This is an optimization exercise on Yosys and OpenROAD, whose aim is small area, not a production implementation. Where RTL was checked, it was by simulation tests only, not by an equivalence proof against the original. The RTL of run 1 was laid out without a check of its function. Power figures rest on the tool's default switching activity, not on a simulated workload.

==> flow/design.v <==
module avalonBus
(
	input wire clk,
	input wire n_rst,
	input wire slave_read,
	input wire slave_write,
	input wire [31:0] slave_writedata,
	input wire [31:0] slave_addr,
	output reg [31:0] slave_readdata,
	input wire [31:0] master_readdata,
	output reg master_read,
	output reg master_write,
	output reg [31:0] master_addr,
	output reg [31:0] master_writedata,
	output reg sobel_complete
);
function automatic [31:0] add32(input [31:0] x, input [31:0] y, input ci);
	integer i;
	reg c;
	begin
		c = ci;
		for (i = 0; i < 32; i = i + 1) begin
			add32[i] = x[i] ^ y[i] ^ c;
			c = (x[i] & y[i]) | (c & (x[i] ^ y[i]));
		end
	end
endfunction
localparam [1:0] S_IDLE = 2'd0, S_READ = 2'd1, S_WRITE = 2'd2;
reg [1:0] s_state;
reg [31:0] start_q, end_q;
reg start_set, end_set;
wire [31:0] startpixel = start_set ? start_q : 32'd0;
wire [31:0] endpixel = end_set ? end_q : 32'd0;
reg status, control;
wire a_hi0 = (slave_addr[31:3] == 29'd0);
wire a1 = a_hi0 && slave_addr[2:0] == 3'd1;
wire a2 = a_hi0 && slave_addr[2:0] == 3'd2;
wire a3 = a_hi0 && slave_addr[2:0] == 3'd3;
wire a4 = a_hi0 && slave_addr[2:0] == 3'd4;
always_ff @(posedge clk, negedge n_rst) begin
	if (!n_rst) begin
		s_state <= S_IDLE;
		start_set <= 1'b0;
		end_set <= 1'b0;
		status <= 1'b0;
		control <= 1'b0;
	end else begin
		case (s_state)
		S_IDLE: begin
			if (slave_write && (a1 || a2 || a4)) s_state <= S_WRITE;
			else if (slave_read && a3) s_state <= S_READ;
			else if (slave_write && a3) s_state <= S_WRITE;
		end
		S_READ: if (!(slave_read && a3)) s_state <= S_IDLE;
		default: s_state <= S_IDLE;
		endcase
		if (s_state == S_WRITE) begin
			if (a1) start_set <= 1'b1;
			if (a2) end_set <= 1'b1;
			if (a3) status <= slave_writedata[0];
			if (a4) control <= slave_writedata[0];
		end
	end
end
always_ff @(posedge clk) begin
	if (s_state == S_WRITE && a1) start_q <= slave_writedata;
	if (s_state == S_WRITE && a2) end_q <= slave_writedata;
end
always_comb begin
	slave_readdata = 32'd0;
	slave_readdata[0] = (s_state == S_READ) && a3 && status;
end
localparam [3:0] C_IDLE = 4'd0, C_GPA = 4'd1, C_FETCH = 4'd2, C_PREWAIT = 4'd3,
	C_STORE = 4'd4, C_GRAY = 4'd5, C_WAIT2 = 4'd6, C_GSM = 4'd7, C_CHKOUT = 4'd8,
	C_STOREOUT = 4'd9, C_CHKDONE = 4'd10, C_DONE = 4'd11, C_ENDDONE = 4'd12;
reg [3:0] c_state;
reg store_out_pix;
reg need_fill;
localparam [2:0] M_IDLE = 3'd0, M_READ = 3'd1, M_RD1 = 3'd2, M_RD2 = 3'd3, M_WRITE = 3'd4, M_WD = 3'd5;
reg [2:0] m_state;
wire data_ready = (m_state == M_RD2);
wire addr_done;
wire image_done;
wire gray_en;
wire gray_done;
wire compute_sobel;
wire fill;
wire sobel_pixel;
wire out_full, out_empty;
wire nx_pixel_en = (c_state == C_GPA);
wire read_enable = (c_state == C_FETCH) && addr_done;
wire store_en = (c_state == C_STORE) && data_ready;
wire get_matrix = (c_state == C_WAIT2);
wire out_en = ((c_state == C_CHKOUT) && !out_full) || ((c_state == C_STOREOUT) && out_empty);
wire write_out_enable = ((c_state == C_CHKOUT) && out_full) || ((c_state == C_DONE) && !out_empty)
	|| ((c_state == C_ENDDONE) && out_empty);
wire img_done = ((c_state == C_DONE) && out_empty) || (c_state == C_ENDDONE);
always_comb sobel_complete = img_done;
always_ff @(posedge clk, negedge n_rst) begin
	if (!n_rst) begin
		c_state <= C_IDLE;
		store_out_pix <= 1'b0;
		need_fill <= 1'b0;
	end else begin
		case (c_state)
		C_IDLE: if (control) c_state <= C_GPA;
		C_GPA: c_state <= C_FETCH;
		C_FETCH: if (addr_done) c_state <= C_PREWAIT;
		C_PREWAIT: c_state <= C_STORE;
		C_STORE: if (data_ready) c_state <= gray_en ? C_GRAY : C_GPA;
		C_GRAY: if (gray_done) c_state <= C_WAIT2;
		C_WAIT2: begin
			need_fill <= fill;
			c_state <= compute_sobel ? C_GSM : C_GPA;
		end
		C_GSM: c_state <= C_CHKOUT;
		C_CHKOUT: begin
			store_out_pix <= sobel_pixel;
			c_state <= out_full ? C_STOREOUT : C_CHKDONE;
		end
		C_STOREOUT: if (out_empty) c_state <= C_CHKDONE;
		C_CHKDONE: begin
			if (image_done) c_state <= C_DONE;
			else if (need_fill) c_state <= C_GPA;
			else c_state <= C_WAIT2;
		end
		C_DONE: c_state <= C_ENDDONE;
		default: c_state <= C_ENDDONE;
		endcase
	end
end
always_ff @(posedge clk, negedge n_rst) begin
	if (!n_rst) m_state <= M_IDLE;
	else begin
		case (m_state)
		M_IDLE: if (read_enable) m_state <= M_READ; else if (write_out_enable) m_state <= M_WRITE;
		M_READ: m_state <= M_RD1;
		M_RD1: m_state <= M_RD2;
		M_WRITE: m_state <= M_WD;
		default: m_state <= M_IDLE;
		endcase
	end
end
wire [31:0] calc_address;
wire [31:0] write_addr;
wire [31:0] out_pixel;
wire m_rd = (m_state == M_READ) || (m_state == M_RD1) || (m_state == M_RD2);
wire m_wr = (m_state == M_WRITE) || (m_state == M_WD);
always_comb begin
	master_read = (m_state == M_READ) || (m_state == M_RD1);
	master_write = m_wr;
	master_addr = m_rd ? calc_address : (m_wr ? write_addr : 32'd0);
	master_writedata = m_wr ? out_pixel : 32'd0;
end
localparam [4:0] W_IDLE = 5'd0, W_CALC1 = 5'd1, W_CALC2 = 5'd2, W_CALC3 = 5'd3, W_INCDEC = 5'd4,
	W_NR1 = 5'd5, W_NR2 = 5'd6, W_INCROW = 5'd7, W_DONE = 5'd8,
	W_DONE1 = 5'd17, W_DONE2 = 5'd18, W_DONE3 = 5'd19, W_DONEINCDEC = 5'd20,
	W_DONEN1 = 5'd21, W_DONEN2 = 5'd22, W_DONEINCROW = 5'd23, W_ENDDONE = 5'd24;
reg [4:0] w_state;
reg [7:0] col_cnt;
reg [8:0] row_cnt;
reg [1:0] matrix_cnt;
reg [31:0] calc_q;
reg w_edge;
reg w_incdec;
reg w_adp;
reg get_addr;
wire w_is_done = w_state[4];
assign addr_done = w_is_done || ((w_state == W_IDLE) && w_adp);
assign image_done = (w_state == W_ENDDONE) || (w_state == W_DONE);
reg next_edge;
always_comb begin
	next_edge = w_edge;
	if (w_state == W_IDLE && nx_pixel_en && w_edge) next_edge = 1'b0;
	if (w_state == W_INCDEC && !w_adp) begin
		if (!w_incdec && col_cnt == 8'd159) next_edge = 1'b1;
		if (w_incdec && col_cnt == 8'd0) next_edge = 1'b1;
	end
end
wire trig = nx_pixel_en || get_addr;
wire upd = !w_adp && (((w_state == W_CALC1 || w_state == W_NR1) && trig) ||
	((w_state == W_CALC2 || w_state == W_CALC3 || w_state == W_NR2) && nx_pixel_en));
wire m0 = (matrix_cnt == 2'd0);
wire first = (w_state == W_CALC1) && m0;
wire big = m0 && (w_state == W_CALC2 || w_state == W_CALC3 || w_state == W_NR1);
wire [31:0] row15 = add32({19'd0, row_cnt, 4'd0}, ~{23'd0, row_cnt}, 1'b1);
wire [31:0] col3 = add32({23'd0, col_cnt, 1'b0}, {24'd0, col_cnt}, 1'b0);
wire [31:0] offs_w = add32({14'd0, row15[12:0], 5'd0}, {22'd0, col3[9:0]}, 1'b0);
wire [17:0] offs = offs_w[17:0];
wire [17:0] incv = big ? ((w_state == W_NR1 && w_incdec) ? 18'd475 : 18'd478) : 18'd1;
wire [31:0] add_a = first ? startpixel : calc_q;
wire [17:0] add_b = first ? offs : incv;
wire [31:0] add_s = add32(add_a, {14'd0, add_b}, 1'b0);
assign calc_address = calc_q;
always_ff @(posedge clk) if (upd) calc_q <= add_s;
always_ff @(posedge clk, negedge n_rst) begin
	if (!n_rst) begin
		w_state <= W_IDLE;
		col_cnt <= 8'd0;
		row_cnt <= 9'd0;
		matrix_cnt <= 2'd0;
		w_edge <= 1'b0;
		w_incdec <= 1'b0;
		w_adp <= 1'b0;
		get_addr <= 1'b0;
	end else begin
		w_adp <= addr_done;
		w_edge <= next_edge;
		if (upd) begin
			matrix_cnt <= (matrix_cnt == 2'd2) ? 2'd0 : matrix_cnt + 2'd1;
		end
		case (w_state)
		W_IDLE: begin
			if (nx_pixel_en) begin
				w_state <= w_edge ? W_NR1 : W_CALC1;
				get_addr <= 1'b1;
			end else get_addr <= 1'b0;
		end
		W_CALC1: if (upd) begin
			get_addr <= 1'b0;
			w_state <= (matrix_cnt == 2'd2) ? W_DONE2 : W_DONE1;
		end
		W_CALC2: if (upd) w_state <= (matrix_cnt == 2'd2) ? W_DONE3 : W_DONE2;
		W_CALC3: if (upd) begin
			if (row_cnt == 9'd477 && col_cnt == 8'd0 && matrix_cnt == 2'd2) w_state <= W_ENDDONE;
			else w_state <= (matrix_cnt == 2'd2) ? W_DONEINCDEC : W_DONE3;
		end
		W_NR1: if (upd) begin
			get_addr <= 1'b0;
			w_state <= (matrix_cnt == 2'd2) ? W_DONEN2 : W_DONEN1;
		end
		W_NR2: if (upd) w_state <= (matrix_cnt == 2'd2) ? W_DONEINCROW : W_DONEN2;
		W_INCDEC: if (!w_adp) begin
			w_state <= W_IDLE;
			if (!w_incdec) begin
				if (col_cnt == 8'd159) begin col_cnt <= 8'd157; w_incdec <= 1'b1; end
				else col_cnt <= col_cnt + 8'd1;
			end else begin
				if (col_cnt == 8'd0) begin col_cnt <= 8'd2; w_incdec <= 1'b0; end
				else col_cnt <= col_cnt - 8'd1;
			end
		end
		W_INCROW: if (!w_adp) begin
			row_cnt <= row_cnt + 9'd1;
			w_state <= W_IDLE;
		end
		default: w_state[4] <= 1'b0;
		endcase
	end
end
reg [1:0] word_ph;        
reg [7:0] carry;          
reg [2:0] g_cnt;          
assign gray_en = store_en && (word_ph == 2'd2);
assign gray_done = (g_cnt == 3'd5);
wire [31:0] rw = master_readdata;
reg [5:0] gx_r, gx_g;
reg [3:0] gx_b;
always_comb begin
	case (word_ph)
	2'd0: begin gx_r = rw[31:26]; gx_g = rw[23:18]; gx_b = rw[15:12]; end
	2'd1: begin gx_r = carry[5:0]; gx_g = rw[31:26]; gx_b = rw[23:20]; end
	default: begin gx_r = rw[23:18]; gx_g = rw[15:10]; gx_b = rw[7:4]; end
	endcase
end
wire [31:0] g3 = add32({25'd0, gx_g, 1'b0}, {26'd0, gx_g}, 1'b0);
wire [31:0] grb = add32({26'd0, gx_r}, {28'd0, gx_b}, 1'b0);
wire [31:0] gsw = add32({24'd0, g3[7:0]}, {25'd0, grb[6:0]}, 1'b0);
wire [8:0] gsum = gsw[8:0];
wire [7:0] gray_a = gsum[8] ? 8'hFF : gsum[7:0];
wire [31:0] csw = add32({24'd0, carry}, {28'd0, rw[31:28]}, 1'b0);
wire [8:0] csum = csw[8:0];
wire [7:0] gray_c = csum[8] ? 8'hFF : csum[7:0];
wire [31:0] p3 = add32({25'd0, rw[7:2], 1'b0}, {26'd0, rw[7:2]}, 1'b0);
wire [31:0] p1w = add32({24'd0, p3[7:0]}, {26'd0, rw[15:10]}, 1'b0);
wire [7:0] p1 = p1w[7:0];
always_ff @(posedge clk, negedge n_rst) begin
	if (!n_rst) begin
		word_ph <= 2'd0;
		g_cnt <= 3'd0;
	end else begin
		if (store_en) word_ph <= (word_ph == 2'd2) ? 2'd0 : word_ph + 2'd1;
		if (g_cnt == 3'd5) g_cnt <= 3'd0;
		else if (g_cnt != 3'd0 || gray_en) g_cnt <= g_cnt + 3'd1;
	end
end
always_ff @(posedge clk) begin
	if (store_en) begin
		if (word_ph == 2'd0) carry <= {2'b00, rw[7:2]};
		else if (word_ph == 2'd1) carry <= p1;
	end
end
localparam [3:0] B_IDLE = 4'd0, B_FILL1 = 4'd1, B_FILL2 = 4'd2, B_FILL3 = 4'd3, B_FILL4 = 4'd4,
	B_FILL5 = 4'd5, B_FILL6 = 4'd6, B_INC = 4'd7, B_DEC = 4'd8, B_SHIFT = 4'd9, B_SHIFTC = 4'd10;
reg [3:0] b_state;
reg [2:0] counter;
reg shift_en, b_incdec, edge_found, shift_done;
wire cs_prev = (c_state == C_GSM);
reg cs;
reg fill_r;
reg [3:0] b_next;
reg [2:0] n_counter;
reg n_shift_en, n_incdec, n_edge_found, n_shift_done;
assign compute_sobel = cs;
assign fill = fill_r;
always_comb begin
	b_next = b_state;
	cs = cs_prev;
	n_counter = counter;
	n_shift_en = shift_en;
	n_incdec = b_incdec;
	n_edge_found = edge_found;
	n_shift_done = shift_done;
	fill_r = 1'b0;
	case (b_state)
	B_IDLE: b_next = B_FILL1;
	B_FILL1: begin
		cs = 1'b0;
		if (gray_done) b_next = B_FILL2;
	end
	B_FILL2: if (gray_done) b_next = B_FILL3;
	B_FILL3: if (gray_done) begin
		if (b_incdec && !shift_en) b_next = B_INC;
		else if (!b_incdec && !shift_en) b_next = B_DEC;
		else b_next = B_FILL6;
		if (next_edge) n_edge_found = 1'b1;
	end
	B_INC: begin
		if (cs_prev) cs = 1'b0;
		else if (get_matrix) begin
			cs = 1'b1;
			n_counter = counter + 3'd1;
			if (n_counter == 3'd1 && !shift_done) begin fill_r = 1'b1; b_next = B_FILL4; end
			else if (n_counter == 3'd5 && !edge_found) begin fill_r = 1'b1; b_next = B_FILL1; end
			else if (n_counter == 3'd5 && edge_found) begin n_edge_found = 1'b0; b_next = B_SHIFT; end
			else if (shift_done) n_shift_done = 1'b0;
		end
	end
	B_FILL4: begin
		cs = 1'b0;
		if (gray_done) b_next = B_FILL5;
	end
	B_FILL5: if (gray_done) b_next = B_FILL6;
	B_FILL6: if (gray_done) begin
		if (shift_en) begin n_shift_en = 1'b0; b_next = B_SHIFTC; end
		if (next_edge) n_edge_found = 1'b1;
		if (b_incdec && !shift_en) b_next = B_INC;
		else if (!b_incdec && !shift_en) b_next = B_DEC;
	end
	B_SHIFTC: begin
		cs = 1'b1;
		n_shift_done = 1'b1;
		b_next = b_incdec ? B_INC : B_DEC;
	end
	B_DEC: begin
		if (cs_prev) cs = 1'b0;
		else if (get_matrix) begin
			cs = 1'b1;
			n_counter = counter - 3'd1;
			if (n_counter == 3'd4 && !shift_done) begin fill_r = 1'b1; b_next = B_FILL1; end
			else if (n_counter == 3'd0 && !next_edge) begin fill_r = 1'b1; b_next = B_FILL4; end
			else if (n_counter == 3'd0 && next_edge) begin b_next = B_SHIFT; n_edge_found = 1'b0; end
			else if (shift_done) n_shift_done = 1'b0;
		end
	end
	B_SHIFT: begin
		cs = 1'b0;
		n_shift_en = 1'b1;
		fill_r = 1'b1;
		b_next = B_FILL3;
		n_incdec = !b_incdec;
	end
	default: ;
	endcase
end
always_ff @(posedge clk, negedge n_rst) begin
	if (!n_rst) begin
		b_state <= B_IDLE;
		counter <= 3'd0;
		shift_en <= 1'b0;
		b_incdec <= 1'b1;
		edge_found <= 1'b0;
		shift_done <= 1'b0;
	end else begin
		b_state <= b_next;
		counter <= n_counter;
		shift_en <= n_shift_en;
		b_incdec <= n_incdec;
		edge_found <= n_edge_found;
		shift_done <= n_shift_done;
	end
end
wire [2:0][7:0][7:0] cb;
reg [1:0] rot;
wire sv_q = (c_state == C_CHKOUT) && shift_en;
wire [1:0] rot_dec = (rot == 2'd0) ? 2'd2 : rot - 2'd1;
wire fill_hi = (b_state == B_FILL1) || (b_state == B_FILL2) || (b_state == B_FILL3);
wire fill_lo = (b_state == B_FILL4) || (b_state == B_FILL5) || (b_state == B_FILL6);
wire [2:0] fill_row;
assign fill_row[2] = (b_state == B_FILL1) || (b_state == B_FILL4);
assign fill_row[1] = (b_state == B_FILL2) || (b_state == B_FILL5);
assign fill_row[0] = (b_state == B_FILL3) || (b_state == B_FILL6);
wire do_shift = (b_state == B_SHIFT);
always_ff @(posedge clk, negedge n_rst) begin
	if (!n_rst) begin
		rot <= 2'd0;
	end else begin
		if (sv_q) rot <= rot_dec;
	end
end
wire [2:0] fill_phys;
assign fill_phys[0] = (rot == 2'd0) ? fill_row[0] : (rot == 2'd1) ? fill_row[2] : fill_row[1];
assign fill_phys[1] = (rot == 2'd0) ? fill_row[1] : (rot == 2'd1) ? fill_row[0] : fill_row[2];
assign fill_phys[2] = (rot == 2'd0) ? fill_row[2] : (rot == 2'd1) ? fill_row[1] : fill_row[0];
genvar gr, gc;
generate
for (gr = 0; gr < 3; gr = gr + 1) begin : g_row
	for (gc = 0; gc < 8; gc = gc + 1) begin : g_col
		wire half_ok = (gc >= 4) ? fill_hi : fill_lo;
		wire [1:0] ph = (gc % 4 == 3) ? 2'd0 : (gc % 4 == 2) ? 2'd1 : 2'd2;
		wire we = store_en && fill_phys[gr] && half_ok && (word_ph == ph);
		wire [7:0] din = (gc % 4 == 1) ? gray_c : gray_a;
		reg [7:0] px;
		always_ff @(posedge clk) begin
			if (we) px <= din;
		end
		assign cb[gr][gc] = px;
	end
end
endgenerate
wire j0 = (c_state == C_WAIT2);
wire j1 = (c_state == C_GSM);
wire j2 = !j0 && !j1;
wire [2:0] wcol = ~n_counter - {1'b0, j2, j1};
wire vs = (b_next == B_SHIFT) || (b_state == B_SHIFT) || sv_q;
wire [2:0] l2, l1, l0;
assign l2 = vs ? ((rot == 2'd0) ? 3'b010 : (rot == 2'd1) ? 3'b100 : 3'b001)
               : ((rot == 2'd0) ? 3'b100 : (rot == 2'd1) ? 3'b001 : 3'b010);
assign l0 = (rot == 2'd0) ? 3'b001 : (rot == 2'd1) ? 3'b010 : 3'b100;
assign l1 = vs ? l0 : ((rot == 2'd0) ? 3'b010 : (rot == 2'd1) ? 3'b100 : 3'b001);
wire [2:0][7:0] yq;
genvar gp;
generate
for (gp = 0; gp < 3; gp = gp + 1) begin : g_phys
	assign yq[gp] = cb[gp][wcol];
end
endgenerate
function automatic [7:0] pick(input [2:0] s, input [2:0][7:0] q);
	pick = ({8{s[0]}} & q[0]) | ({8{s[1]}} & q[1]) | ({8{s[2]}} & q[2]);
endfunction
wire [7:0] x2 = pick(l2, yq), x1 = pick(l1, yq), x0 = pick(l0, yq);
wire [31:0] aw = add32({24'd0, x2}, j1 ? ~{24'd0, x0} : {24'd0, x1}, j1);
wire [31:0] bw = add32({24'd0, x1}, {24'd0, x0}, 1'b0);
wire [10:0] ca = aw[10:0];
wire [10:0] cb2 = {2'b00, bw[8:0]};
wire [10:0] xu = j2 ? cb2 : ca;
wire [10:0] xv = j0 ? cb2 : ca;
wire nu = j2;
wire nv = !j0;
reg [10:0] acc_u, acc_v;
wire [31:0] su = add32({21'd0, j0 ? 11'd0 : acc_u}, {21'd0, xu ^ {11{nu}}}, nu);
wire [31:0] sv = add32({21'd0, j0 ? 11'd0 : acc_v}, {21'd0, xv ^ {11{nv}}}, nv);
always_ff @(posedge clk) begin
	acc_u <= su[10:0];
	acc_v <= sv[10:0];
end
function automatic outside63(input [10:0] x);
	outside63 = !((x[10:6] == 5'd0) || ((x[10:6] == 5'b11111) && (x[5:0] != 6'd0)));
endfunction
assign sobel_pixel = outside63(su[10:0]) || outside63(sv[10:0]);
localparam [2:0] O_IDLE = 3'd0, O_CHECK = 3'd1, O_FULL = 3'd2, O_WRITE = 3'd3, O_DONE = 3'd4;
reg [2:0] o_state;
reg [31:0] sr;
reg sr_pend, sr_bit;
reg [5:0] buffcnt;
reg [4:0] ccnt;
reg [8:0] rcnt;
reg [31:0] curr_addr;
wire full = (buffcnt == 6'd32);
wire nextcol = (ccnt == 5'd19);
wire odd = rcnt[0];
wire [31:0] r5 = add32({21'd0, rcnt, 2'b00}, {23'd0, rcnt}, 1'b0);
wire [31:0] evw = add32({20'd0, r5[11:0]}, {27'd0, ccnt}, 1'b0);
wire [31:0] odw = add32(32'd5, ~{27'd0, ccnt}, 1'b1);
wire [29:0] ob = odd ? odw[29:0] : {18'd0, evw[11:0]};
wire [31:0] oa = odd ? curr_addr : endpixel;
wire [31:0] osw = add32({2'b00, oa[31:2]}, {2'b00, ob}, 1'b0);
wire [31:0] oadd_s = {osw[29:0], oa[1:0]};
assign out_full = (o_state == O_FULL);
assign out_empty = (o_state == O_WRITE);
always_ff @(posedge clk, negedge n_rst) begin
	if (!n_rst) begin
		o_state <= O_IDLE;
		buffcnt <= 6'd0;
		ccnt <= 5'd0;
		rcnt <= 9'd0;
	end else begin
		case (o_state)
		O_IDLE: begin
			if (img_done) o_state <= O_DONE;
			else if (out_en) o_state <= O_CHECK;
		end
		O_CHECK: o_state <= full ? O_FULL : O_IDLE;
		O_FULL: if (write_out_enable) o_state <= O_WRITE;
		O_WRITE: o_state <= O_IDLE;
		default: ;
		endcase
		if (out_en) begin
			buffcnt <= full ? 6'd1 : buffcnt + 6'd1;
		end
		if (out_en && nextcol) ccnt <= 5'd0;
		else if (write_out_enable) ccnt <= nextcol ? 5'd1 : ccnt + 5'd1;
		if (nextcol) rcnt <= rcnt + 9'd1;
	end
end
always_ff @(posedge clk) begin
	sr_pend <= out_en;
	sr_bit <= (c_state == C_CHKOUT) ? sobel_pixel : store_out_pix;
	if (sr_pend) sr <= {sr_bit, sr[31:1]};
	if (write_out_enable && !img_done) curr_addr <= oadd_s;
end
wire in_wo = (o_state == O_WRITE);
reg wo_keep, wo_odd;
always_ff @(posedge clk) begin
	if (in_wo) begin
		wo_keep <= (ccnt <= 5'd18);
		wo_odd <= odd;
	end
end
wire [31:0] obase = sr;
wire okeep = in_wo ? (ccnt <= 5'd18) : wo_keep;
wire oodd = in_wo ? odd : wo_odd;
reg [31:0] opix;
always_comb begin
	if (o_state == O_DONE) opix = 32'd1;
	else if (okeep) opix = obase;
	else if (!oodd) opix = {obase[31:2], 2'b00};
	else opix = {2'b00, obase[29:0]};
end
assign out_pixel = opix;
assign write_addr = img_done ? 32'd4 : curr_addr;
endmodule
==> flow/flow/run.sh <==
#!/bin/bash
# The standard layout (standard.sh, standard synthesis unchanged), with:
#  - port buffers made from the smallest buffer cell (buf_1);
#  - a clock tree of clkbuf_4 in clusters of at most 10 sinks, without dummy loads.
# make's full output goes to standard_flow.log; ORFS keeps each step's log under orfs/logs.
set -euo pipefail
bash standard.sh "BUFFER_PORTS_ARGS=-buffer_cell sky130_fd_sc_hd__buf_1" \
  "CTS_ARGS=-sink_clustering_enable -repair_clock_nets -dont_use_dummy_load -buf_list sky130_fd_sc_hd__clkbuf_4 -sink_clustering_size 10 -sink_clustering_max_diameter 40" \
  finish > standard_flow.log 2>&1
==> flow/standard.sh <==
#!/bin/bash
# synth_recipe.tcl (not shown) runs the flow's synth.tcl, then flattens the netlist and writes it again
# the make line also repeats each setting of config.mk as NAME=value (left out here)
make -C /OpenROAD-flow-scripts/flow DESIGN_CONFIG=/design/flow/config.mk WORK_HOME=/design/flow/orfs CLKGATE_MAP_FILE= SYNTH_SCRIPT=/design/flow/synth_recipe.tcl "${@:-finish}"
==> flow/config.mk <==
export PLATFORM = sky130hd
export DESIGN_NAME = avalonBus
export DESIGN_NICKNAME = avalonBus
export VERILOG_FILES = /design/flow/design.v
export SDC_FILE = /design/flow/constraint.sdc
export NUM_CORES = 4
export LEC_CHECK = 0
export CAP_MARGIN = 0
export CORE_MARGIN = 2
export CORE_UTILIZATION = 40
export PLACE_DENSITY = 0.6
export SLEW_MARGIN = 0
==> flow/constraint.sdc <==
create_clock -name core_clock -period 12.0 [get_ports {clk}]
set_input_delay 2.4000 -clock core_clock [delete_from_list [all_inputs] [get_ports {clk}]]
set_output_delay 2.4000 -clock core_clock [all_outputs]
set_load 0.01 [all_outputs]
==> results of run 1 <==
## final cells by class
cell class	instances	area, um2
tap	855	1070
timing repair buffer	193	856
sequential	470	13400
antenna	4	10.0
inverter	172	646
clock buffer	74	556
fill	5949	36400
multi-input combinational	1377	11500
## stage by stage
step	util (%)	instance area [um2]	setup WS, ns	hold WS [ns]
finish	43.6	28100	0.457	0.401
global route	43.6	28100	0.0933	0.415
CTS	43.6	28100	0.481	0.404
detailed placement	42.7	27500	0.565	0.413
global placement	42.7	27500	0.590	0.400
floorplan	-	26200	1.17	0.386
## cells by family after synthesis
kind of cell             after synthesis
multiplexers                         107
buffers and inverters                301
flip-flops                           470
AND/OR/NAND/NOR                      588
AO/OA/AOI/OAI                        389
other                                  1
adder cells (fa/ha/maj)              223
XOR/XNOR                              39
## worst max-delay path by stage
stage                              startpoint                       to  slack [ns]  cells past startpoint
final                     rcnt[0]$_DFFE_PN0P_  curr_addr[31]$_DFFE_PP_        0.46                     34
after global routing      rcnt[0]$_DFFE_PN0P_  curr_addr[31]$_DFFE_PP_        0.09                     34
after CTS                 rcnt[0]$_DFFE_PN0P_  curr_addr[31]$_DFFE_PP_        0.48                     34
after detailed placement  rcnt[0]$_DFFE_PN0P_  curr_addr[31]$_DFFE_PP_        0.57                     34
after global placement    rcnt[0]$_DFFE_PN0P_  curr_addr[31]$_DFFE_PP_        0.59                     34
after floorplan           rcnt[2]$_DFFE_PN0P_  curr_addr[31]$_DFFE_PP_        1.17                     34
## critical path: cells and delay by family (launching register included)
kind                     cells  cell delay, ns
AO/OA/AOI/OAI                1            0.14
XOR/XNOR                     1            0.17
adder cells (fa/ha/maj)     29           10.27
buffers and inverters        3            0.16
flip-flops                   1            0.54
## Yosys cell counts, types with 11 or more instances
| cell type | count |
|---|---|
| buf_4 | 33 |
| nand2_1 | 207 |
| o211ai_1 | 21 |
| xnor2_1 | 31 |
| and3_1 | 21 |
| nor4_1 | 15 |
| nand4_1 | 18 |
| mux2_2 | 18 |
| buf_2 | 12 |
| inv_1 | 171 |
| clkbuf_1 | 74 |
| nand2b_1 | 27 |
| a22oi_1 | 25 |
| fa_1 | 131 |
| and2_1 | 40 |
| dfrtp_1 | 83 |
| a22o_1 | 44 |
| o21a_1 | 11 |
| or2_2 | 11 |
| dfxtp_1 | 26 |
| nor2_1 | 112 |
| mux4_2 | 48 |
| mux2i_1 | 41 |
| edfxtp_1 | 360 |
| nand3_1 | 53 |
| a21oi_1 | 81 |
| nor3_1 | 25 |
| ha_1 | 92 |
| o21ai_0 | 98 |
| nor2b_1 | 23 |
## metal layers
metal	GRT usage, %	vias up
met5	0	-
met4	5.27	2
met3	3.65	84
met2	28.7	543
met1	25.4	8353
li1	-	7893
## state kept, by name, summed over array words and instances (netlist names), 6 cells and up
| register | flops |
|---|---|
| acc_v | 11 |
| start_q | 32 |
| acc_u | 11 |
| curr_addr | 32 |
| sr | 32 |
| end_q | 32 |
| row_cnt | 9 |
| buffcnt | 6 |
| calc_q | 32 |
| rcnt | 9 |
| g_row.g_col.px | 192 |
| col_cnt | 8 |
| carry | 8 |
## power breakdown
part	leakage, nW	switching, mW	internal, mW
combinational	5.55	0.122	0.0324
clock	0.340	0.515	0.283
sequential	4.52	0.00000393	1.81
==> impl_metrics.json, run 1 <==
{
  "cts_resized": 0,
  "cts.sinks": 470,
  "rrSetupSlack_ns": 0.46,
  "numCtsBuffers": 74,
  "fin_crit_sh_pct": 96.2,
  "synth-simple-area-share_pct": 11.1,
  "top_layer": "met5",
  "drv_cap": 0,
  "wl_met3_um": 3880,
  "synth-xor-area-share_pct": 1.31,
  "ant_nets": 0,
  "slew_viol_final": 0,
  "final_nets": 2611,
  "hold_buffers": 0,
  "hold_end": "sr[17]$_DFFE_PP_",
  "cts_root_buf": "clkbuf_4",
  "die_y_um": 259,
  "rr_worst_depth": 34,
  "start_kind": "flop",
  "syn2layout_area_growth_pct": 7.70,
  "instances_no_fill": 3145,
  "cts_buffer_depth": 3,
  "fin_crit_ns": 11.54,
  "rows": 93,
  "grt_pass1_vias": 17000,
  "ys.flop_type": "edfxtp_1",
  "portBuffers": 159,
  "crit_path_max_fanout": 15,
  "initial_core_util_pct": 40.5,
  "fmax_ghz": 0.0866,
  "cp_slowest_stage_delay_ns": 0.54,
  "yosysTopAreaCell": "edfxtp_1",
  "cp-end-kind": "flop",
  "synthMuxAreaShare_pct": 6.49,
  "routed_wl_um": 60400,
  "fin_tns_setup_ns": 0,
  "drt_pass1_iterations": 8,
  "synth_compound_area_share_pct": 10.2,
  "async_flop_share_pct": 17.9,
  "setup_violations": 0,
  "dieArea_mm2": 0.0673,
  "grt_remaining_overflow": 0,
  "powerDensity_mw_per_mm2": 98.5,
  "htreeDepth": 3,
  "layout_commonest_cell": "edfxtp_1",
  "ys.warnings.count": 1,
  "synth_area_per_cell_um2": 12.3,
  "ys_seq_area_share_pct": 51.5,
  "hp-class": "reg -> reg",
  "synth-adder-area-share_pct": 14.5,
  "synth.area.top_cells": "edfxtp_1 (41%), fa_1 (10%), dfrtp_1 (8.0%), ha_1 (4.4%), mux4_2 (4.1%)",
  "ir_worst_vdd_mv": 0.0541,
  "drt-met1-wl_um": 27300,
  "antenna_found_initial": 2,
  "hold_start": "sr[18]$_DFFE_PP_",
  "die_w_um": 259,
  "worstSkewPairLatency_ns": 0.86,
  "leakage_nw": 10.4,
  "hold_depth": 0,
  "status": "timing/DRC/antenna clean",
  "r2r-start": "rcnt[0]$_DFFE_PN0P_",
  "ios": 199,
  "synth_top_family_by_area": "adder cells",
  "worst-setup-path-type": "reg -> reg",
  "place_inst": 3067,
  "finalHoldViolations": 0,
  "syn_area_mm2": 0.0261,
  "rsz0062_at_grt": "no",
  "worstPathArrival_ns": 12.12,
  "clk_pin_slew_ns": 0.10,
  "syn_inst": 2118,
  "drc": 0,
  "synth_edf_count": 360,
  "synth_top_area_share_pct": 41.4,
  "wire_per_inst_um": 19.2,
  "timing.critical_path.mode_cell": "fa_1",
  "hpwl_um": 43100,
  "maxSlewHeadroom_pct": 30.9,
  "grt_max_degree": 54,
  "vias": 16900,
  "post_cts_buffers": 0,
  "drt_iter0_drc": 1281,
  "crit_path_top_delay_cell": "dfrtp_2",
  "layout_common_cells": "edfxtp_1 (360), nand2_1 (207), inv_1 (171)",
  "via_per_inst": 5.37,
  "yosys_register_bits": 470,
  "track_usage_pct": 18.2,
  "drive_gt1_share_pct": 9.67,
  "worst_slew_pin_slew_ns": 1.03,
  "dr_wl_met2_um": 27800,
  "gp_congestion": 0.831,
  "critPathRequiredTime_ns": 12.57,
  "grt_pass1_wl_um": 95400,
  "p_total_mw": 2.77,
  "yosysUniqueCellTypes": 95,
  "clock_skew_ns": 0.145,
  "core_area_mm2": 0.0645,
  "r2r-end": "curr_addr[31]$_DFFE_PP_",
  "cts_tree": "done"
}
==> inputs of run 2 (changes only) <==
--- a/flow/design.v
+++ b/flow/design.v
@@ -190,7 +190,7 @@
 wire [17:0] incv = big ? ((w_state == W_NR1 && w_incdec) ? 18'd475 : 18'd478) : 18'd1;
 wire [31:0] add_a = first ? startpixel : calc_q;
 wire [17:0] add_b = first ? offs : incv;
-wire [31:0] add_s = add32(add_a, {14'd0, add_b}, 1'b0);
+wire [31:0] add_s;   
 assign calc_address = calc_q;
 always_ff @(posedge clk) if (upd) calc_q <= add_s;
 always_ff @(posedge clk, negedge n_rst) begin
@@ -484,8 +484,12 @@
 wire [31:0] odw = add32(32'd5, ~{27'd0, ccnt}, 1'b1);
 wire [29:0] ob = odd ? odw[29:0] : {18'd0, evw[11:0]};
 wire [31:0] oa = odd ? curr_addr : endpixel;
-wire [31:0] osw = add32({2'b00, oa[31:2]}, {2'b00, ob}, 1'b0);
-wire [31:0] oadd_s = {osw[29:0], oa[1:0]};
+wire winsel = (c_state == C_GPA) || (c_state == C_FETCH);
+wire [31:0] sh_a = winsel ? add_a : oa;
+wire [31:0] sh_b = winsel ? {14'd0, add_b} : {ob, 2'b00};
+wire [31:0] sh_s = add32(sh_a, sh_b, 1'b0);
+assign add_s = sh_s;
+wire [31:0] oadd_s = sh_s;
 assign out_full = (o_state == O_FULL);
 assign out_empty = (o_state == O_WRITE);
 always_ff @(posedge clk, negedge n_rst) begin
==> run 2 against run 1 <==
Sequential share of layout area up 0.087 points. First-iteration DRC count fell by 4.8%. Synthesized area down 2.0%. Largest cell class unchanged.
==> impl_metrics.json, run 2 <==
{
  "cp-end-kind": "flop",
  "top_layer": "met4",
  "synth_area_per_cell_um2": 12.4,
  "ys_seq_area_share_pct": 52.5,
  "timing.critical_path.mode_cell": "fa_2",
  "yosysMostFrequentCell": "edfxtp_1",
  "cts_root_buf": "clkbuf_4",
  "design_area_mm2": 0.0280,
  "yosys_register_bits": 470,
  "dp_slack_ns": -0.436,
  "syn_inst": 2054,
  "place_inst": 3029,
  "numCtsBuffers": 76,
  "cts.sinks": 470,
  "yosysTopAreaCell": "edfxtp_1",
  "drt_iter0_drc": 1220,
  "critPathRequiredTime_ns": 12.54,
  "largest_reg_flops": 192,
  "fin_crit_ns": 11.76,
  "clk_pin_slew_ns": 0.10,
  "wl_met3_um": 2950,
  "rows": 92,
  "layout_commonest_cell": "edfxtp_1",
  "grt_max_degree": 65,
  "crit_path_max_fanout": 2,
  "rrSetupSlack_ns": 0.24,
  "dieArea_mm2": 0.0660,
  "track_usage_pct": 18.5,
  "via_per_inst": 5.44,
  "synth.area.top_cells": "edfxtp_1 (42%), fa_1 (9.1%), dfrtp_1 (8.1%), mux4_2 (4.2%), ha_1 (3.7%)",
  "hpwl_um": 42700,
  "fin_hold_ws_ns": 0.407,
  "htreeDepth": 3,
  "worstSkewPairLatency_ns": 0.83,
  "instances_no_fill": 3113,
  "layout_common_cells": "edfxtp_1 (360), nand2_1 (190), buf_1 (158)",
  "finalHoldViolations": 0,
  "synth_edf_count": 360,
  "wire_per_inst_um": 19.5,
  "drv_cap": 0,
  "worst_slew_pin_slew_ns": 0.966,
  "setup_violations": 0,
  "drt-met1-wl_um": 25700,
  "yosysUniqueCellTypes": 88,
  "antenna_found_initial": 7,
  "fill_cells": 5924,
  "syn_area_mm2": 0.0256,
  "hp-class": "reg -> reg",
  "drc": 0,
  "synth_top_area_share_pct": 42.3,
  "routed_wl_um": 60800,
  "drt_pass1_iterations": 7,
  "ant_nets": 0,
  "rsz0062_at_grt": "yes",
  "status": "timing/DRC/antenna clean",
  "final_nets": 2553,
  "start_kind": "flop",
  "fin_crit_sh_pct": 98.0,
  "ir_worst_vdd_mv": 0.112,
  "leakage_nw": 10.4,
  "worstPathArrival_ns": 12.30,
  "fmax_ghz": 0.0850,
  "largest-register": "g_row.g_col.px",
  "crit_path_top_delay_cell": "fa_2",
  "cp_slowest_stage_delay_ns": 0.55,
  "initial_core_util_pct": 40.5,
  "vias": 16900,
  "clock_skew_ns": 0.0928,
  "powerDensity_mw_per_mm2": 99.2,
  "worst-setup-path-type": "reg -> reg",
  "cts_buffer_depth": 3,
  "grt_pass1_vias": 17200,
  "grt_pass1_wl_um": 95800,
  "ios": 199,
  "placed_cell_area_mm2": 0.0273,
  "cts_tree": "done",
  "syn2layout_area_growth_pct": 9.67,
  "grt_remaining_overflow": 0,
  "maxSlewHeadroom_pct": 35.3,
  "die_w_um": 257,
  "async_flop_share_pct": 17.9,
  "drive_gt1_share_pct": 14.1,
  "synth_common_cells": "edfxtp_1 (360), nand2_1 (191), inv_1 (157)",
  "portBuffers": 159,
  "slew_viol_final": 0,
  "ys.flop_type": "edfxtp_1",
  "core_area_mm2": 0.0631,
  "ys.warnings.count": 1,
  "dr_wl_met2_um": 29500,
  "die_y_um": 257,
  "gp_congestion": 0.875,
  "worst_slack_ns": 0.241
}
-- run 2: cell count changes in the layout (fill, tap and decap cells not counted), moves of 17 or more --
cell / change
a31o_2: +21
ha_1: -19
mux2i_1: +31
fa_1: -48
fa_2: +33
o211ai_1: -20
nand2_1: -17
a221oi_1: +33
buf_4: +39
-- run 2: logic make-up after synthesis --
logic type | share of synthesized area [%]
fa+ha+maj | 12.8
flops | 52.5
compound gates | 10.1
mux | 7.53
xor+xnor | 1.37
other cells | 0.0147
buf+inv | 5.12
simple gates | 10.6
-- run 2: power breakdown --
| group | internal (mW) | total [mW] | switching [mW] |
|---|---|---|---|
| Combinational | 0.0328 | 0.157 | 0.124 |
| Clock | 0.290 | 0.810 | 0.520 |
| Sequential | 1.81 | 1.81 | 0.000000000359 |
-- run 2: what timing repair did --
item / in CTS / in global routing
endpoints found under the setup margin: 4 / 4
pin swaps: 6 / 7
setup buffers: 0 / 1
resized for setup: 20 / 25
hold buffers: 0 / 0
-- run 2: cell type report --
type,count,area [um2],area share [%]
Tap cell,846,1060,3.77
Inverter,160,601,2.14
Multi-Input combinational cell,1320,11200,39.9
Sequential cell,470,13400,47.9
Timing Repair Buffer,234,1170,4.18
Antenna cell,7,17.5,0.0625
Clock buffer,76,571,2.03
-- run 2: critical path, delay by kind of cell (launching register included) --
kind	cells	cell delay [ns]
fa+ha+maj	32	10.15
flops	1	0.42
xor+xnor	2	0.36
compound gates	2	0.29
buf+inv	5	0.27
-- run 2: stage by stage --
stage | setup TNS [ns] | util [%] | total power, mW
global placement | -0.682 | 43.3 | 2.00
floorplan | 0 | - | 1.94
CTS | 0 | 44.3 | 2.83
global route | -0.149 | 44.5 | 2.90
detailed placement | -1.21 | 43.3 | 2.01
finish | 0 | 44.5 | 2.78
-- run 2: layer usage --
metal  vias up  global-route usage (%)
met5         -                       0
met4         0                    8.77
met3       130                    3.13
met2       525                    30.4
met1      8474                    23.9
li1       7806                       -
-- run 2: worst paths after layout --
kind                                         from                     to  cells past startpoint
hold / removal                   sr[28]$_DFFE_PP_       sr[27]$_DFFE_PP_                      0
setup reg to reg           col_cnt[1]$_DFFE_PN0P_   calc_q[31]$_DFFE_PP_                     41
hold reg to reg                  sr[28]$_DFFE_PP_       sr[27]$_DFFE_PP_                      0
setup / recovery           col_cnt[1]$_DFFE_PN0P_   calc_q[31]$_DFFE_PP_                     41
min in group asynchronous                   n_rst  start_set$_DFFE_PN0P_                      1
max in group asynchronous                   n_rst    rcnt[0]$_DFFE_PN0P_                      2
==> inputs of run 3 (changes only) <==
--- a/flow/flow/run.sh
+++ b/flow/flow/run.sh
@@ -6,4 +6,4 @@
 set -euo pipefail
 bash standard.sh "BUFFER_PORTS_ARGS=-buffer_cell sky130_fd_sc_hd__buf_1" \
   "CTS_ARGS=-sink_clustering_enable -repair_clock_nets -dont_use_dummy_load -buf_list sky130_fd_sc_hd__clkbuf_4 -sink_clustering_size 10 -sink_clustering_max_diameter 40" \
-  finish > standard_flow.log 2>&1
+  SKIP_REPAIR_TIE_FANOUT=1 finish > standard_flow.log 2>&1
==> run 3 against run 2 <==
Still clean on timing, DRC and antenna. Flip-flop and latch count is the same. Non-clock buffer count fell by 2. Die area unchanged. Power is 0.99% higher. Sequential share of layout area is 0.20 points higher. Clock-buffer cell count increased by 3. Design area down 0.41%. Synthesized area did not move. Register-to-register slack about the same. Combinational power barely moved. Maximum frequency is essentially flat. First-iteration DRC count grew 5.2%. Largest power group unchanged.
==> impl_metrics.json, run 3 <==
{
  "status": "timing/DRC/antenna clean",
  "ir_worst_vdd_mv": 0.0733,
  "portBuffers": 159,
  "maxSlewHeadroom_pct": 35.1,
  "grt_max_degree": 58,
  "clk_pin_slew_ns": 0.10,
  "antenna_found_initial": 2,
  "die_y_um": 257,
  "setup_violations": 0,
  "largest_reg_flops": 192,
  "path_buf_inv": 5,
  "placed_cell_area_mm2": 0.0272,
  "synth_common_cells": "edfxtp_1 (360), nand2_1 (191), inv_1 (157)",
  "pwr-share-comb_pct": 5.5,
  "yosysUniqueCellTypes": 88,
  "finalHoldViolations": 0,
  "synth_area_per_cell_um2": 12.4,
  "dp_slack_ns": -0.452,
  "fin_crit_ns": 11.75,
  "synth.area.top_cells": "edfxtp_1 (42%), fa_1 (9.1%), dfrtp_1 (8.1%), mux4_2 (4.2%), ha_1 (3.7%)",
  "hpwl_um": 41800,
  "track_usage_pct": 18.5,
  "final_nets": 2524,
  "drive_gt1_share_pct": 14.2,
  "cts_root_buf": "clkbuf_4",
  "worst-setup-path-type": "reg -> reg",
  "layout_commonest_cell": "edfxtp_1",
  "numCtsBuffers": 79,
  "die_w_um": 257,
  "dieArea_mm2": 0.0660,
  "hp-class": "reg -> reg",
  "layout_common_cells": "edfxtp_1 (360), nand2_1 (190), buf_1 (158)",
  "worstPathArrival_ns": 12.35,
  "fin_hold_ws_ns": 0.423,
  "cts.sinks": 470,
  "powerDensity_mw_per_mm2": 101,
  "fin_crit_sh_pct": 97.9,
  "fill_cells": 5861,
  "drc": 0,
  "critPathRequiredTime_ns": 12.60,
  "drv_cap": 0,
  "worst_slack_ns": 0.251,
  "async_flop_share_pct": 17.9,
  "yosysMostFrequentCell": "edfxtp_1",
  "start_kind": "flop",
  "ant_nets": 0,
  "initial_core_util_pct": 40.5,
  "netSwitchingFraction_pct": 23.5,
  "rows": 92,
  "ios": 199,
  "largest-register": "g_row.g_col.px",
  "cts_buffer_depth": 3,
  "fmax_ghz": 0.0851,
  "cp-end-kind": "flop",
  "yosysTopAreaCell": "edfxtp_1",
  "rsz0062_at_grt": "yes",
  "regArea_mm2": 0.0134,
  "worst_slew_pin_slew_ns": 0.969,
  "syn_area_mm2": 0.0256,
  "timing.critical_path.mode_cell": "fa_2",
  "gp_congestion": 0.844,
  "leakage_nw": 10.3,
  "wire_per_inst_um": 19.7,
  "crit_path_max_fanout": 2,
  "grt_pass1_vias": 17300,
  "yosys_register_bits": 470,
  "syn_inst": 2054,
  "drt_pass1_iterations": 5,
  "synth_edf_count": 360,
  "vias": 16800,
  "pwr-share-seq_pct": 64.6,
  "grt_pass1_wl_um": 96400,
  "ys.flop_type": "edfxtp_1",
  "grt_remaining_overflow": 0,
  "slew_viol_final": 0,
  "core_area_mm2": 0.0631,
  "multiInputGateArea_mm2": 0.0111,
  "critPathTopFamily": "adder cells",
  "ys.warnings.count": 1,
  "routed_wl_um": 60700,
  "drt_iter0_drc": 1283,
  "design_area_mm2": 0.0279,
  "clock_power_share_pct": 29.8,
  "worstSkewPairLatency_ns": 0.87,
  "ys_seq_area_share_pct": 52.5,
  "syn2layout_area_growth_pct": 9.22,
  "cp_slowest_stage_delay_ns": 0.53,
  "htreeDepth": 3,
  "net-switching-power_uw": 661,
  "crit_path_top_delay_cell": "fa_2",
  "via_per_inst": 5.46,
  "synth_top_area_share_pct": 42.3,
  "p_total_mw": 2.81,
  "cts_tree": "done",
  "fin_tns_setup_ns": 0,
  "clock_skew_ns": 0.134,
  "intPower_mw": 2.15
}
==> run 3: cell counts after synthesis <==
Identical to the previous run, type by type.
==> run 3: power groups by stage <==
stage	combinational (mW)	sequential, mW	clock (mW)
after floorplan	0.0873	1.85	0
after global placement	0.149	1.85	0
after detailed placement	0.161	1.85	0
after CTS	0.161	1.82	0.877
after global routing	0.178	1.82	0.939
final	0.156	1.81	0.838
==> run 3: worst reg2reg max path: cells and delay by family (launching register included) <==
family	cells	cell delay [ns]
AOI/OAI and AO/OA	2	0.26
DFF	1	0.35
buffers and inverters	5	0.32
xor gates and xnor gates	2	0.35
adders and majority gates	32	10.25
==> run 3: worst paths after layout <==
kind / start / endpoint / slack [ns] / cells past startpoint
min in group asynchronous: n_rst / ccnt[0]$_DFFE_PN0P_ / 1.65 / 1
setup reg to reg: col_cnt[0]$_DFFE_PN0P_ / calc_q[31]$_DFFE_PP_ / 0.25 / 41
hold reg to reg: sr[6]$_DFFE_PP_ / sr[5]$_DFFE_PP_ / 0.42 / 0
setup / recovery: col_cnt[0]$_DFFE_PN0P_ / calc_q[31]$_DFFE_PP_ / 0.25 / 41
hold / removal: sr[6]$_DFFE_PP_ / sr[5]$_DFFE_PP_ / 0.42 / 0
max in group asynchronous: n_rst / b_state[1]$_DFF_PN0_ / 9.26 / 2
==> run 3: kinds of logic (layout without fill, tap and decap cells) <==
| kind of cell | after synthesis | after routing | synth area share [%] |
|---|---|---|---|
| simple gates | 550 | 550 | 10.6 |
| flops | 470 | 470 | 52.5 |
| compound gates | 380 | 380 | 10.1 |
| buf+inv | 294 | 471 | 5.12 |
| fa+ha+maj | 191 | 191 | 12.8 |
| mux | 131 | 131 | 7.53 |
| xor+xnor | 37 | 37 | 1.37 |
| other cells | 1 | 8 | 0.0147 |
==> run 3: metrics by stage <==
stage,cells,util (%)
floorplan,2054,-
global placement,2996,43.1
detailed placement,2996,43.1
CTS,3075,44.1
global route,3084,44.3
finish,3084,44.3
==> run 3: layout make-up <==
| class | instances | area share (%) |
|---|---|---|
| Clock buffer | 79 | 2.12 |
| Inverter | 160 | 2.15 |
| Sequential cell | 470 | 48.1 |
| Timing Repair Buffer | 232 | 4.11 |
| Tap cell | 846 | 3.79 |
| Multi-Input combinational cell | 1290 | 39.7 |
| Antenna cell | 7 | 0.0627 |
==> run 3: timing repair <==
action / CTS / global route
buffers inserted: 0 / 1
setup endpoints to repair: 4 / 4
resized for setup: 21 / 23
pin swaps: 8 / 13
hold endpoints to repair: 0 / 0
hold buffers: 0 / 0
gates cloned: 0 / 0
==> run 3: metal layers <==
layer  part of all wire [%]  GRT usage, %  vias up
li1                       -             -     7803
met3                    5.0          3.23      122
met2                     49          31.6      506
met1                     43          24.1     8398
met5                      0             0        -
met4                    2.7          5.85        0
==> inputs of run 4 (changes only) <==
--- a/flow/design.v
+++ b/flow/design.v
@@ -484,9 +484,8 @@
 wire [31:0] odw = add32(32'd5, ~{27'd0, ccnt}, 1'b1);
 wire [29:0] ob = odd ? odw[29:0] : {18'd0, evw[11:0]};
 wire [31:0] oa = odd ? curr_addr : endpixel;
-wire winsel = (c_state == C_GPA) || (c_state == C_FETCH);
-wire [31:0] sh_a = winsel ? add_a : oa;
-wire [31:0] sh_b = winsel ? {14'd0, add_b} : {ob, 2'b00};
+wire [31:0] sh_a = upd ? add_a : oa;
+wire [31:0] sh_b = upd ? {14'd0, add_b} : {ob, 2'b00};
 wire [31:0] sh_s = add32(sh_a, sh_b, 1'b0);
 assign add_s = sh_s;
 wire [31:0] oadd_s = sh_s;
--- a/flow/flow/run.sh
+++ b/flow/flow/run.sh
@@ -6,4 +6,4 @@
 set -euo pipefail
 bash standard.sh "BUFFER_PORTS_ARGS=-buffer_cell sky130_fd_sc_hd__buf_1" \
   "CTS_ARGS=-sink_clustering_enable -repair_clock_nets -dont_use_dummy_load -buf_list sky130_fd_sc_hd__clkbuf_4 -sink_clustering_size 10 -sink_clustering_max_diameter 40" \
-  SKIP_REPAIR_TIE_FANOUT=1 finish > standard_flow.log 2>&1
+  finish > standard_flow.log 2>&1
==> run 4 against run 3 <==
Maximum frequency rose by 0.22%. Worst hold slack got worse by 0.013 ns. Die area rose by 0.44%. Setup slack improved by 0.026 ns. Critical path depth rose by 3. Clock-buffer cell count rose by 5. Synthesized area rose by 0.45%. Sequential power barely moved. Wire length rose by 2.1%. First-iteration DRC count rose by 13%. Critical path type unchanged. Critical endpoint is now calc_q[30]$_DFFE_PN_. Largest power group unchanged.
==> impl_metrics.json, run 4 <==
{
  "antenna_found_initial": 3,
  "yosysTopAreaCell": "edfxtp_1",
  "crit_path_max_fanout": 3,
  "layout_common_cells": "edfxtp_1 (360), nand2_1 (170), inv_1 (161)",
  "hp-class": "reg -> reg",
  "fin_crit_sh_pct": 97.7,
  "fin_crit_ns": 11.72,
  "worstSkewPairLatency_ns": 0.84,
  "vias": 16900,
  "rrSetupSlack_ns": 0.28,
  "place_inst": 3049,
  "grt_max_degree": 60,
  "grt_pass1_wl_um": 98200,
  "rows": 92,
  "busiest_layer": "met2",
  "instances_no_fill": 3139,
  "core_area_mm2": 0.0633,
  "maxSlewHeadroom_pct": 19.9,
  "wire_per_inst_um": 19.7,
  "powerDensity_mw_per_mm2": 100,
  "critPathRequiredTime_ns": 12.62,
  "met1_usage_pct": 24.8,
  "drv_cap": 0,
  "routed_wl_um": 62000,
  "final_nets": 2581,
  "synth_common_cells": "edfxtp_1 (360), nand2_1 (170), inv_1 (168)",
  "start_kind": "flop",
  "clk_pin_slew_ns": 0.09,
  "hpwl_um": 43000,
  "ys_seq_area_share_pct": 52.3,
  "status": "timing/DRC/antenna clean",
  "yosys_register_bits": 470,
  "cts_tree": "done",
  "cts_buffer_depth": 3,
  "syn_area_mm2": 0.0257,
  "track_usage_pct": 18.7,
  "ys.warnings.count": 1,
  "portBuffers": 159,
  "cp-end-kind": "flop",
  "worst_slack_ns": 0.277,
  "dieArea_mm2": 0.0663,
  "numCtsBuffers": 84,
  "yosysMostFrequentCell": "edfxtp_1",
  "ir_worst_vdd_mv": 0.0701,
  "gp_congestion": 0.842,
  "fin_tns_setup_ns": 0,
  "path_buf_inv": 7,
  "clock_skew_ns": 0.0991,
  "p_total_mw": 2.83,
  "slew_viol_final": 0,
  "synth_area_per_cell_um2": 12.4,
  "ys.flop_type": "edfxtp_1",
  "htreeDepth": 3,
  "drc": 0,
  "synth.area.top_cells": "edfxtp_1 (42%), fa_1 (9.0%), dfrtp_1 (8.1%), mux4_2 (4.2%), ha_1 (3.7%)",
  "finalHoldViolations": 0,
  "die_y_um": 257,
  "die_w_um": 257,
  "synth_top_area_share_pct": 42.1,
  "fmax_ghz": 0.0853,
  "ant_nets": 0,
  "grt_remaining_overflow": 0,
  "worst_slew_pin_slew_ns": 1.20,
  "ios": 199,
  "crit_path_top_delay_cell": "fa_2",
  "timing.critical_path.mode_cell": "fa_2",
  "via_per_inst": 5.39,
  "async_flop_share_pct": 17.9,
  "cts_root_buf": "clkbuf_4",
  "grt_pass1_vias": 17600,
  "largest-register": "g_row.g_col.px",
  "layout_commonest_cell": "edfxtp_1",
  "cts.sinks": 470,
  "dp_slack_ns": -0.337,
  "fin_hold_ws_ns": 0.411,
  "drive_gt1_share_pct": 15.0,
  "setup_violations": 0,
  "worst-setup-path-type": "reg -> reg",
  "use_met2_pct": 31.7,
  "syn2layout_area_growth_pct": 9.62,
  "grt_util_met3_pct": 3.17,
  "critPathTopFamily": "adder cells",
  "leakage_nw": 10.5,
  "initial_core_util_pct": 40.6,
  "largest_reg_flops": 192,
  "drt_iter0_drc": 1446,
  "synth_edf_count": 360,
  "syn_inst": 2078,
  "yosysUniqueCellTypes": 92,
  "hold_buffers": 0,
  "drt_pass1_iterations": 5,
  "cp_slowest_stage_delay_ns": 0.54,
  "worstPathArrival_ns": 12.34
}
-- run 4: timing repair --
item / in CTS / in global routing
setup buffers: 0 / 1
endpoints found under the setup margin: 6 / 6
gates cloned: 0 / 0
pin swaps: 1 / 5
gates resized for setup: 18 / 31
-- run 4: layout make-up --
type / instances / area (um2)
clock buffer: 84 / 631
multi-input combinational: 1333 / 11200
sequential: 470 / 13400
antenna: 5 / 12.5
fill: 5796 / 35200
tap: 846 / 1060
inverter: 169 / 637
timing repair buffer: 232 / 1150
-- run 4: per-layer routing --
metal	part of all wire, %	vias to the layer above
met5	0.021	-
met4	2.1	2
met3	4.7	95
met2	50	473
met1	44	8452
li1	-	7891
-- run 4: path summary, 6_finish.rpt --
check	end	from	cells past startpoint
min	sr[31]$_DFFE_PP_	sr_bit$_DFF_P_	0
max reg2reg	calc_q[30]$_DFFE_PN_	w_state[3]$_DFFE_PN0P_	44
min in group asynchronous	rcnt[8]$_DFFE_PN0P_	n_rst	1
min reg2reg	sr[31]$_DFFE_PP_	sr_bit$_DFF_P_	0
max in group asynchronous	col_cnt[2]$_DFFE_PN0P_	n_rst	2
max	calc_q[30]$_DFFE_PN_	w_state[3]$_DFFE_PN0P_	44
-- run 4: power breakdown --
| part | leakage, nW | switching [mW] | internal (mW) |
|---|---|---|---|
| logic | 5.75 | 0.118 | 0.0331 |
| registers | 4.41 | 0.000000000370 | 1.81 |
| clock network | 0.386 | 0.542 | 0.319 |
-- run 4: through the flow --
stage / cell area [um2] / utilization, %
floorplan: 25800 / -
global placement: 27400 / 43.3
detailed placement: 27400 / 43.3
CTS: 28100 / 44.3
global route: 28200 / 44.5
finish: 28200 / 44.5
-- run 4: worst reg2reg max path: cells and delay by family, from the launching register on --
kind | cells | cell delay, ns
simple gates | 3 | 0.95
flops | 1 | 0.39
fa+ha+maj | 31 | 9.50
buf+inv | 7 | 0.37
compound gates | 3 | 0.32
-- run 4: kinds of logic after synthesis --
logic type | after synthesis | synth area share [%]
and+or+nand+nor | 553 | 10.4
DFF | 470 | 52.3
AOI/OAI and AO/OA | 385 | 10.3
buffers and inverters | 305 | 5.21
adders and majority gates | 191 | 12.7
muxes | 135 | 7.72
xor gates and xnor gates | 38 | 1.37
other | 1 | 0.0146
==> inputs of run 5 (changes only) <==
--- a/flow/design.v
+++ b/flow/design.v
@@ -484,8 +484,9 @@
 wire [31:0] odw = add32(32'd5, ~{27'd0, ccnt}, 1'b1);
 wire [29:0] ob = odd ? odw[29:0] : {18'd0, evw[11:0]};
 wire [31:0] oa = odd ? curr_addr : endpixel;
-wire [31:0] sh_a = upd ? add_a : oa;
-wire [31:0] sh_b = upd ? {14'd0, add_b} : {ob, 2'b00};
+wire winsel = (c_state == C_GPA) || (c_state == C_FETCH);
+wire [31:0] sh_a = winsel ? add_a : oa;
+wire [31:0] sh_b = winsel ? {14'd0, add_b} : {ob, 2'b00};
 wire [31:0] sh_s = add32(sh_a, sh_b, 1'b0);
 assign add_s = sh_s;
 wire [31:0] oadd_s = sh_s;
==> flow/flow/run.sh (replaced) <==
#!/bin/bash
# The standard layout (standard.sh, standard synthesis unchanged), with:
#  - port buffers made from the smallest buffer cell (buf_1);
#  - a clock tree of clkbuf_4 in clusters of at most 10 sinks, without dummy loads.
# make's full output goes to standard_flow.log; ORFS keeps each step's log under orfs/logs.
set -euo pipefail
bash standard.sh "BUFFER_PORTS_ARGS=-buffer_cell sky130_fd_sc_hd__buf_1" \
  "CTS_ARGS=-sink_clustering_enable -repair_clock_nets -dont_use_dummy_load -buf_list sky130_fd_sc_hd__clkbuf_8 -sink_clustering_size 18 -sink_clustering_max_diameter 50" \
  SKIP_REPAIR_TIE_FANOUT=1 finish > standard_flow.log 2>&1
==> run 5 against run 4 <==
Utilization down 0.064 points. Cell count decreased by 2.8%. Flip-flop and latch count unchanged. Via count shrank 1.5%. Die area down 0.44%. Sequential share of layout area is 0.25 points higher. Setup slack worse by 0.080 ns. Critical endpoint is now calc_q[31]$_DFFE_PP_. Largest power group unchanged.
==> impl_metrics.json, run 5 <==
{
  "syn2layout_area_growth_pct": 9.56,
  "yosysMostFrequentCell": "edfxtp_1",
  "grt_max_degree": 58,
  "ys.warnings.count": 1,
  "largest_reg_flops": 192,
  "clock_skew_ns": 0.106,
  "leakage_nw": 10.3,
  "grt_remaining_overflow": 0,
  "worstSkewPairLatency_ns": 0.67,
  "pwr-share-comb_pct": 5.5,
  "rrSetupSlack_ns": 0.20,
  "hold_depth": 0,
  "cp_slowest_stage_delay_ns": 0.55,
  "hpwl_um": 41800,
  "worstPathArrival_ns": 12.22,
  "die_w_um": 257,
  "syn_inst": 2054,
  "yosys_register_bits": 470,
  "dieArea_mm2": 0.0660,
  "synth_edf_count": 360,
  "cts.sinks": 470,
  "worst_slew_pin_slew_ns": 0.993,
  "synth_top_area_share_pct": 42.3,
  "clock_power_share_pct": 31.1,
  "drive_gt1_share_pct": 13.1,
  "crit_path_max_fanout": 2,
  "cts_root_buf": "clkbuf_8",
  "grt_pass1_vias": 17100,
  "wire_per_inst_um": 19.7,
  "final_core_util_pct": 44.4,
  "maxSlewHeadroom_pct": 33.5,
  "yosysTopAreaCell": "edfxtp_1",
  "yosysUniqueCellTypes": 88,
  "synth.area.top_cells": "edfxtp_1 (42%), fa_1 (9.1%), dfrtp_1 (8.1%), mux4_2 (4.2%), ha_1 (3.7%)",
  "timing.critical_path.mode_cell": "fa_2",
  "design_area_mm2": 0.0280,
  "final_nets": 2495,
  "synth_area_per_cell_um2": 12.4,
  "ys_seq_area_share_pct": 52.5,
  "die_y_um": 257,
  "numCtsBuffers": 50,
  "worst-setup-path-type": "reg -> reg",
  "layout_commonest_cell": "edfxtp_1",
  "layout_common_cells": "edfxtp_1 (360), nand2_1 (190), buf_1 (158)",
  "core_area_mm2": 0.0631,
  "hold_end": "sr[27]$_DFFE_PP_",
  "ios": 199,
  "rsz0062_at_grt": "yes",
  "grt_pass1_wl_um": 95700,
  "hold_start": "sr[28]$_DFFE_PP_",
  "rows": 92,
  "instances_no_fill": 3050,
  "status": "timing/DRC/antenna clean",
  "cts_buffer_depth": 3,
  "gp_congestion": 0.844,
  "powerDensity_mw_per_mm2": 102,
  "ir_worst_vdd_mv": 0.0956,
  "drt_pass1_iterations": 5,
  "critPathRequiredTime_ns": 12.42,
  "placed_cell_area_mm2": 0.0272,
  "drv_cap": 0,
  "intPower_mw": 2.22,
  "via_per_inst": 5.46,
  "synth_common_cells": "edfxtp_1 (360), nand2_1 (191), inv_1 (157)",
  "cp-end-kind": "flop",
  "r2r-start": "col_cnt[0]$_DFFE_PN0P_",
  "hp-class": "reg -> reg",
  "clk_pin_slew_ns": 0.10,
  "netSwitchingFraction_pct": 22.5,
  "syn_area_mm2": 0.0256,
  "fmax_ghz": 0.0847,
  "fin_hold_ws_ns": 0.409,
  "finalHoldViolations": 0,
  "p_total_mw": 2.86,
  "crit_path_top_delay_cell": "fa_2",
  "cts_tree": "done",
  "pwr-share-seq_pct": 63.5,
  "setup_violations": 0,
  "start_kind": "flop",
  "initial_core_util_pct": 40.5,
  "portBuffers": 159,
  "regArea_mm2": 0.0134,
  "place_inst": 2996,
  "fill_cells": 5816,
  "vias": 16700,
  "drt_iter0_drc": 1333,
  "track_usage_pct": 18.3,
  "drc": 0,
  "ant_nets": 0,
  "htreeDepth": 2,
  "ys.flop_type": "edfxtp_1",
  "net-switching-power_uw": 643,
  "routed_wl_um": 60200,
  "antenna_found_initial": 2,
  "fin_crit_ns": 11.80,
  "multiInputGateArea_mm2": 0.0111,
  "r2r-end": "calc_q[31]$_DFFE_PP_",
  "largest-register": "g_row.g_col.px",
  "fin_crit_sh_pct": 98.4,
  "async_flop_share_pct": 17.9,
  "slew_viol_final": 0,
  "rr_worst_depth": 41
}
## run 5: changes by cell type after synthesis, sizes merged, moves of 4 or more
cell,delta
o221ai,-5
nand3,-7
xnor2,-4
mux2,-11
nor2b,+18
mux2i,+7
a22oi,+4
and2,-15
nor4,+7
nand2b,+6
inv,-11
nor2,-28
a2111oi,+4
nand2,+21
## run 5: how the worst max path moves through the flow
| stage | endpoint | start | depth (start not counted) |
|---|---|---|---|
| after floorplan | calc_q[31]$_DFFE_PP_ | c_state[1]$_DFFE_PN0P_ | 44 |
| after detailed placement | curr_addr[31]$_DFFE_PP_ | col_cnt[1]$_DFFE_PN0P_ | 39 |
| after CTS | calc_q[31]$_DFFE_PP_ | col_cnt[0]$_DFFE_PN0P_ | 41 |
| after global routing | calc_q[31]$_DFFE_PP_ | col_cnt[0]$_DFFE_PN0P_ | 41 |
| final | calc_q[31]$_DFFE_PP_ | col_cnt[0]$_DFFE_PN0P_ | 41 |
| after global placement | calc_q[31]$_DFFE_PP_ | col_cnt[1]$_DFFE_PN0P_ | 39 |
## run 5: worst max-delay path: cells and delay by family (launching register included)
family	cells	cell delay [ns]
DFF	1	0.35
AOI/OAI and AO/OA	2	0.26
adders and majority gates	32	10.31
buffers and inverters	5	0.32
xor gates and xnor gates	2	0.35
## run 5: final cells by class
class | count | area share (%)
repair buffers | 232 | 4.10
multi-input cells | 1290 | 39.5
diodes | 2 | 0.0179
flip-flops and latches | 470 | 48.0
inverters | 160 | 2.14
clock buffers | 50 | 2.46
well taps | 846 | 3.78
## run 5: cells by family (layout without fill, tap and decap cells)
logic type,Yosys count,in the layout,share of synthesized area (%)
and+or+nand+nor,550,550,10.6
DFF,470,470,52.5
AOI/OAI and AO/OA,380,380,10.1
buffers and inverters,294,442,5.12
adders and majority gates,191,191,12.8
muxes,131,131,7.53
xor gates and xnor gates,37,37,1.37
other,1,3,0.0147
## run 5: power groups by stage
stage	sequential, mW	clock, mW	combinational [mW]
after floorplan	1.85	0	0.0873
after global placement	1.85	0	0.149
after detailed placement	1.85	0	0.161
after CTS	1.82	0.925	0.161
after global routing	1.82	0.984	0.178
final	1.82	0.888	0.156
## run 5: metal layers
metal	share of wire, %	global-route usage [%]	vias up
li1	-	-	7709
met1	44	24.2	8390
met2	50	31.4	466
met3	4.7	2.43	89
met4	2.0	5.33	0
met5	0	0	-
## run 5: what timing repair did
| item | CTS | global route |
|---|---|---|
| hold buffers | 0 | 0 |
| setup endpoints to repair | 4 | 4 |
| pin swaps | 7 | 14 |
| buffers inserted | 0 | 1 |
| gates resized for setup | 19 | 26 |
## run 5: through the flow
stage | setup WS (ns) | setup TNS [ns]
finish | 0.197 | 0
global route | -0.133 | -0.275
CTS | 0.00883 | 0
detailed placement | -0.452 | -1.36
global placement | -0.347 | -0.880
floorplan | 0.0195 | 0

[static timing again, ports no longer ideal]
No port has a modelled driver above. Below, the same layouts with a new extraction and two added sets of constraints.
Step 1 assumes that a clkbuf_16 drives the clock port and a buf_2 every other input.
Step 2 times the ports against the registers' clock, not the clock port: input delays grow and output delays shrink by t, the midpoint of the rising clock arrivals with the driver on.
Slacks: ideal / step 1 / step 2; pairs: ideal / step 1.
run	t, ns	setup slack, ns	worst hold slack (ns)	clock arrival spread, ns	cell pins on the clock port's net
run 1	0.843	0.457 / 0.457 / 0.457	0.401 / 0.401 / 0.401	0.145 / 0.145	1
run 2	0.847	0.241 / 0.241 / 0.241	0.407 / 0.407 / 0.407	0.111 / 0.111	1
run 3	0.859	0.251 / 0.251 / 0.251	0.423 / 0.423 / 0.423	0.134 / 0.134	1
run 4	0.853	0.277 / 0.277 / 0.277	0.411 / 0.411 / 0.411	0.124 / 0.124	1
run 5	0.684	0.197 / 0.197 / 0.197	0.409 / 0.409 / 0.409	0.120 / 0.120	1
After both steps every run listed still meets setup and hold.
